Source: an optimization exercise on an open RTL-to-GDS flow (aim: small area). Production flows keep margins and buffers that such runs may drop.
In this exercise RTL edits were held to simulation tests only and were not proved equivalent to the original.
Power is estimated from default activity; no workload was simulated.

## flow/design.v (module list and top-level ports; edited modules follow where they fit)
// module LeNet_C1_layer: 3778 lines
// module c1_fa: 10 lines
module LeNet_C1_layer(
	input	wire		i_sclk,
	input	wire		i_rstn,
	input	wire		i_vsync,
	input	wire		i_hsync,
	input	wire		i_valid,
	input	wire		i_tdata,
	input	wire[5:0]	i_W_en,
	input	wire[7:0]	i_Weight_1,
	input	wire[7:0]	i_Weight_2,
	input	wire[7:0]	i_Weight_3,
	input	wire[7:0]	i_Weight_4,
	input	wire[7:0]	i_Weight_5,
	input	wire[7:0]	i_Weight_6,
	input	wire[4:0]	i_W_addr,
	input	wire[7:0]	i_Bias_1,
	input	wire[7:0]	i_Bias_2,
	input	wire[7:0]	i_Bias_3,
	input	wire[7:0]	i_Bias_4,
	input	wire[7:0]	i_Bias_5,
	input	wire[7:0]	i_Bias_6,
	output	reg 		o_hsync,
	output	reg 		o_valid,
	output	reg [5:0]	o_tdata
);
  // ...
==> flow/run.sh <==
#!/bin/bash
# synth_recipe.tcl (not shown) runs the flow's synth.tcl, then flattens the netlist and writes it again
# the make line also repeats each setting of config.mk as NAME=value (left out here)
make -C /OpenROAD-flow-scripts/flow DESIGN_CONFIG=/design/flow/config.mk WORK_HOME=/design/flow/orfs CLKGATE_MAP_FILE= SYNTH_SCRIPT=/design/flow/synth_recipe.tcl finish
==> flow/config.mk <==
export PLATFORM = sky130hd
export DESIGN_NAME = LeNet_C1_layer
export DESIGN_NICKNAME = LeNet_C1_layer
export VERILOG_FILES = /design/flow/design.v
export SDC_FILE = /design/flow/constraint.sdc
export NUM_CORES = 4
export LEC_CHECK = 0
export CAP_MARGIN = 20
export CORE_MARGIN = 2
export CORE_UTILIZATION = 40
export PLACE_DENSITY = 0.6
export SLEW_MARGIN = 20
export SYNTH_HIERARCHICAL = 1
==> flow/constraint.sdc <==
create_clock -name core_clock -period 6.0 [get_ports {i_sclk}]
set_input_delay 1.2000 -clock core_clock [delete_from_list [all_inputs] [get_ports {i_sclk}]]
set_output_delay 1.2000 -clock core_clock [all_outputs]
set_load 0.01 [all_outputs]
==> run notes, run 1 <==
- Power after layout: 47.6 mW
- Synthesized area: 70800 sq um
- Syn. warnings: 7
- Core area: 176000 sq um
- Met2 wire len: 93300 um
- Final hold violations: 0
- CLK BUF: 172
- Final worst slack: 0.137 ns
- Reg2reg end: o_tdata[2]
- Fill cells: 15.1k
- Worst Setup End Kind: register
- Worst setup path endpoint: o_tdata[2]
- Routed len/inst: 27.1 um
- Antenna-violating nets left: 0
- Worst hold path type: register to register
- Synth Flop Type: edfxtp_1
- Die Span Y: 425 um
- Routing usage on met2: 0.347
- Most common cell after layout, fill and taps aside: edfxtp_1
- Initial DRC count: 4114
- Switching Share: 0.374
- Commonest cells in the netlist: edfxtp_1 (1317), nand2_1 (1222), fa_1 (1128)
- Met3 usage: 0.0333
- Worst-path maximum fanout: 7
- Post-synth top area share: 0.558
- RSZ-0062 raised after global routing: true
- Routed via count: 36.7k
- Hold path startpoint: val_d[4]
- Worst path buffer plus inverter count: 2
- Worst R2R Setup Slack: 0.14 ns
- WHS: 0.323 ns
- Clock share of power: 0.191
- CP top delay family: adder cells
- Die area: 180000 sq um
- Outcome: complete, no violations
==> run 2: changes to the inputs <==
--- a/flow/design.v
+++ b/flow/design.v
@@ -57,28 +57,35 @@
 reg [6:4]	res_d;
 always @(posedge i_sclk) begin
 	res_d[4] <= val_d[3] && val_d[7] && (rows == 3'd5) && i_rstn;
 	res_d[5] <= res_d[4];
 	res_d[6] <= res_d[5];
 	o_valid  <= res_d[6];
 end
 reg [116:0]	lb;
+wire[116:0]	lb_nx;
+wire		lb_e = val_d[5];
+wire		lb_ne = ~val_d[5];
+c1_hold lb_hold[116:0] (.e(lb_e), .ne(lb_ne), .d({lb[115:0], pix_d[5]}), .q(lb), .y(lb_nx));
 always @(posedge i_sclk)
-	if (val_d[5])	lb <= {lb[115:0], pix_d[5]};
+	lb <= lb_nx;
 wire[7:0]	wd[5:0];
 reg [1199:0]	wr;	 
 genvar g, a;
 generate
 	for (g = 0; g < 6; g = g + 1) begin: wgt
 		assign wd[g] = wt[g] & {8{i_rstn}};
 		for (a = 0; a < 25; a = a + 1) begin: adr
+			wire e = !i_rstn || (i_W_en[g] && i_W_addr == a);
+			wire ne = ~e;
+			wire[7:0] nx;
+			c1_hold h[7:0] (.e(e), .ne(ne), .d(wd[g]), .q(wr[8*(25*g+a) +: 8]), .y(nx));
 			always @(posedge i_sclk)
-				if (!i_rstn || (i_W_en[g] && i_W_addr == a))
-					wr[8*(25*g+a) +: 8] <= wd[g];
+				wr[8*(25*g+a) +: 8] <= nx;
 		end
 	end
 endgenerate
 wire m0_1 = ~(wr[0] & lb[116]);
 wire m0_2 = ~(wr[1] & lb[116]);
 wire m0_3 = ~(wr[2] & lb[116]);
 wire m0_4 = ~(wr[3] & lb[116]);
 wire m0_5 = ~(wr[4] & lb[116]);
@@ -3771,16 +3778,25 @@
 wire m5_612 = 1'b0 | (1'b1 & m5_599);
 wire m5_613 = 1'b1 & m5_600;
 wire m5_614 = m5_597 | (m5_598 & m5_611);
 wire m5_615 = m5_612 | (m5_613 & m5_614);
 wire res_5 = (m5_615);
 always @(posedge i_sclk)
 	o_tdata <= {res_5, res_4, res_3, res_2, res_1, res_0};
 endmodule
+module c1_hold(
+	input	wire	e,
+	input	wire	ne,
+	input	wire	d,
+	input	wire	q,
+	output	wire	y
+);
+assign y = (e & d) | (ne & q);
+endmodule
 module c1_fa(
 	input	wire	a,
 	input	wire	b,
 	input	wire	c,
 	output	wire	s,
 	output	wire	co
 );
 assign s = a ^ b ^ c;
==> flow/config.mk (replaced) <==
export PLATFORM = sky130hd
export DESIGN_NAME = LeNet_C1_layer
export DESIGN_NICKNAME = LeNet_C1_layer
export VERILOG_FILES = /design/flow/design.v
export SDC_FILE = /design/flow/constraint.sdc
export NUM_CORES = 4
export LEC_CHECK = 0
export CAP_MARGIN = 20
export CORE_MARGIN = 2
export CORE_UTILIZATION = 60
export CTS_BUF_LIST = sky130_fd_sc_hd__clkbuf_8
export PLACE_DENSITY = 0.7
export SLEW_MARGIN = 20
export SYNTH_HIERARCHICAL = 1
==> run notes, run 2 <==
- Outcome: complete, no violations
- Buffers on Ports: 120
- Clock skew: 0.0406 ns
- Root buf cell: clkbuf_8
- RSZ-0062 raised after global routing: true
- Htree depth: 4
- Fmax: 172 MHz
- DRT Wirelength: 219000 um
- Worst-case reg-to-reg path depth: 16
- Yosys cell types: 33
- Final setup fails: 0
- Die X: 345 um
- Grt ovf: 0
- Die Span Y: 345 um (-19%)
- FFs w/ async S/R, synth: 0
- Post-synthesis register bit count: 1345
- First-pass GRT wire length: 326000 um
- Final hold violations: 0 (unchanged)
- Most frequent cells in the layout: nand2_1 (1355), dfxtp_1 (1319), a22o_1 (1317), fa_1 (1126), clkbuf_8 (277)
- Top reg by flops: wr
- Worst-path maximum fanout: 17 (+10)
- # rows: 125
- Lkg Pwr: 26.9 nW
- Routed len/inst: 27.8 um (+2.5%)
- WHS: 0.329 ns (+0.00581 ns)
- Syn. warnings: 7 (unchanged)
- CTS tree: yes
- Most common cell after layout, fill and taps aside: nand2_1
- Vias in the first global route: 50.3k
- Biggest regs: wr: 1200 flops, lb: 117 flops, val_d: 7 flops
- Crit path DAT: 6.72 ns
- Cell Pwr Density: 282 nW/um^2
- Synthesized area: 69900 sq um (-1.3%)
- Post-synth top area share: 0.385 (-0.173)
- Initial antenna violation count: 6
- Synthesized area per cell: 11.9 sq um
- Fill cells: 8686 (-42%)
- WS Path Type: register to register
- Post-route clock period utilization: 0.971
- Routed via count: 49.6k (+35%)
- Routability cong.: 0.966
- Multi-input logic area: 41800 sq um
- Antenna-violating nets left: 0 (unchanged)
- Post-synthesis cell count: 5859
- Reg clk slew, reported paths: 0.07 ns
- Tmin final: 5.83 ns
- Area Growth Syn to Fin: 13.0%
- Dpl hpwl: 156000 um
- Worst hold path type: register to register
- Register area: 27000 sq um
- Worst-skew pair later-pin latency: 0.97 ns
- Area leader, netlist: dfxtp_1
- Sink Count: 1345
- Max reg flops: 1200
- Worst Setup End Kind: register
- Initial DRC count: 5386 (+31%)
- EDFF count, synth: 0
- Worst VDD drop: 0.000268 V
- Synth area leaders: dfxtp_1 (39%), fa_1 (32%), a22o_1 (16%)
- I/O pin total: 121
- DR vias/cell: 6.30
- Placed Cells incl. Taps: 7463
- Syn_nets: 7115
- Synth Flop Type: dfxtp_1
- Max clock buf depth: 3
- Layout cell share with drive strength beyond 1: 0.0903
- # DRC: 0
- TritonCTS buffer count: 218
- Slew margin rel.: 0.243
- Slew @ Worst Pin: 1.13 ns
- CP Data Required Time: 6.89 ns
- Die area: 119000 sq um (-34%)
- Sequential element share of the synthesized area: 0.385
- Initial Utilization: 0.603
- Largest net degree at the start of global routing: 102
- Fin. max-slew vios: 0
- Core area: 116000 sq um (-34%)
- Commonest cells in the netlist: nand2_1 (1355), dfxtp_1 (1345), a22o_1 (1317)
- Element type at the critical path start: register
- NumNets Final: 7422
- Drt first pass iters: 7
- Post-route non-filler standard cell count: 7877
- WHS Path Cells: 0
- Max-cap violation count: 0
- Gr usage total: 0.369
- Most instantiated library cell after synthesis: nand2_1
## run 2: cell count changes in the layout (fill, tap and decap cells not counted), moves of 53 or more
cell	delta
edfxtp_1	-1317
a22o_1	+1317
clkbuf_8	+274
inv_1	+139
clkbuf_16	-150
dfxtp_1	+1292
o21ai_0	-53
buf_4	-72
nand2_1	+133
## run 2: report_power, final
group | switching, mW | internal, mW | total, mW
Combinational | 1.78 | 1.42 | 3.20
Sequential | 0.435 | 9.68 | 10.1
Clock | 3.92 | 5.04 | 8.95
Total | 6.13 | 16.1 | 22.3
## run 2: per-layer routing
| layer | vias to the layer above | part of all wire | track usage |
|---|---|---|---|
| li1 | 21000 | - | - |
| met1 | 25500 | 0.42 | 0.532 |
| met2 | 2713 | 0.43 | 0.533 |
| met3 | 399 | 0.11 | 0.103 |
| met4 | 2 | 0.041 | 0.143 |
| met5 | - | 0.000082 | 0 |
## run 2: metrics by stage
stage | power (mW) | area [sq um] | utilization | setup TNS, ns | setup WS, ns
3_3_place_gp | 13.3 | 73900 | 0.638 | 0 | 0.0997
4_1_cts | 22.2 | 78900 | 0.681 | 0 | 0.0455
2_1_floorplan | 12.3 | 69900 | - | 0 | 0.283
5_1_grt | 23.1 | 79000 | 0.682 | -0.0542 | -0.0323
3_5_place_dp | 13.4 | 73900 | 0.638 | 0 | 0.0803
6_report | 22.3 | 79000 | 0.682 | 0 | 0.173
## run 2: path summary, 6_finish.rpt
kind | start | to | slack (ns)
setup / recovery | lb[58] | o_tdata[1] | 0.17
setup reg to reg | lb[58] | o_tdata[1] | 0.17
hold / removal | val_d[2] | val_d[3] | 0.33
hold reg to reg | val_d[2] | val_d[3] | 0.33
## run 2: per-module statistics from Yosys (local to each module, per instance)
| module | cells | copies in the design | area, sq um |
|---|---|---|---|
| LeNet_C1_layer | 3414 | 1 | 35800 |
| c1_fa | 1 | 1128 | 20.0 |
| c1_hold | 1 | 1317 | 8.76 |
## run 2: critical path, cell delays in order, from the launching register on
cell and delay, ns:
dfxtp_4 0.39, buf_12 0.18, and2_1 0.17, fa_1 0.54, fa_1 0.65, fa_1 0.46, fa_1 0.47, fa_1 0.40
fa_1 0.46, fa_1 0.39, fa_1 0.46, ha_1 0.34, a211oi_2 0.25, nand3_1 0.10, a2bb2oi_1 0.15, a221oi_1 0.19
or3_1 0.14
## run 2: final cells by class
type / count / area share
multi-input combinational: 4173 / 0.528
sequential: 1345 / 0.341
clock buffer: 277 / 0.0482
timing repair buffer: 256 / 0.0355
tap: 1524 / 0.0241
clock inverter: 122 / 0.0144
inverter: 172 / 0.00818
antenna: 8 / 0.000253
## run 2: what timing repair did
action,CTS,global route
resized for setup,0,11
setup endpoints to repair,0,6
hold buffers,0,0
setup buffers,0,5
## run 2: cells by family (layout without fill, tap and decap cells)
family / Yosys count / after routing / synth area share
and+or+nand+nor: 1641 / 1641 / 0.0979
AOI/OAI and AO/OA: 1388 / 1388 / 0.173
DFF: 1345 / 1345 / 0.385
adders and majority gates: 1143 / 1143 / 0.326
buffers and inverters: 341 / 827 / 0.0187
xor gates and xnor gates: 1 / 1 / 0.000125
other: 0 / 8 / 0

## what the ideal ports hide
How much do the figures lean on ideal ports? The routed layouts below were timed once more, with nothing changed but the port constraints. Step 1 (the two cells are an assumption about what drives the block):
set clk [get_ports {i_sclk}]
set_driving_cell -lib_cell sky130_fd_sc_hd__clkbuf_16 $clk
set_driving_cell -lib_cell sky130_fd_sc_hd__buf_2 [delete_from_list [all_inputs] $clk]
Step 2 moves the port delays by t, midway between the first and last clock arrival at a register: inputs arrive t later, outputs are due t later. That takes back most of the time a late clock gives input paths. Three values: no drivers, after step 1, after step 2; two values: the first two.
run | t (ns) | setup slack, ns | worst hold slack (ns) | latest minus earliest clock arrival (ns) | worst slew at a driven data input, ns
run 1 | 0.872 | 0.137 / 0.137 / 0.044 | 0.323 / 0.323 / 0.323 | 0.026 / 0.026 | 0.18
run 2 | 1.027 | 0.173 / 0.173 / 0.173 | 0.329 / 0.329 / 0.329 | 0.043 / 0.044 | 0.16
After both steps setup and hold are still met in every run listed. The setup slack of run 1, which loses most, moves by 0.000 ns with the drivers and by -0.093 ns with both steps.
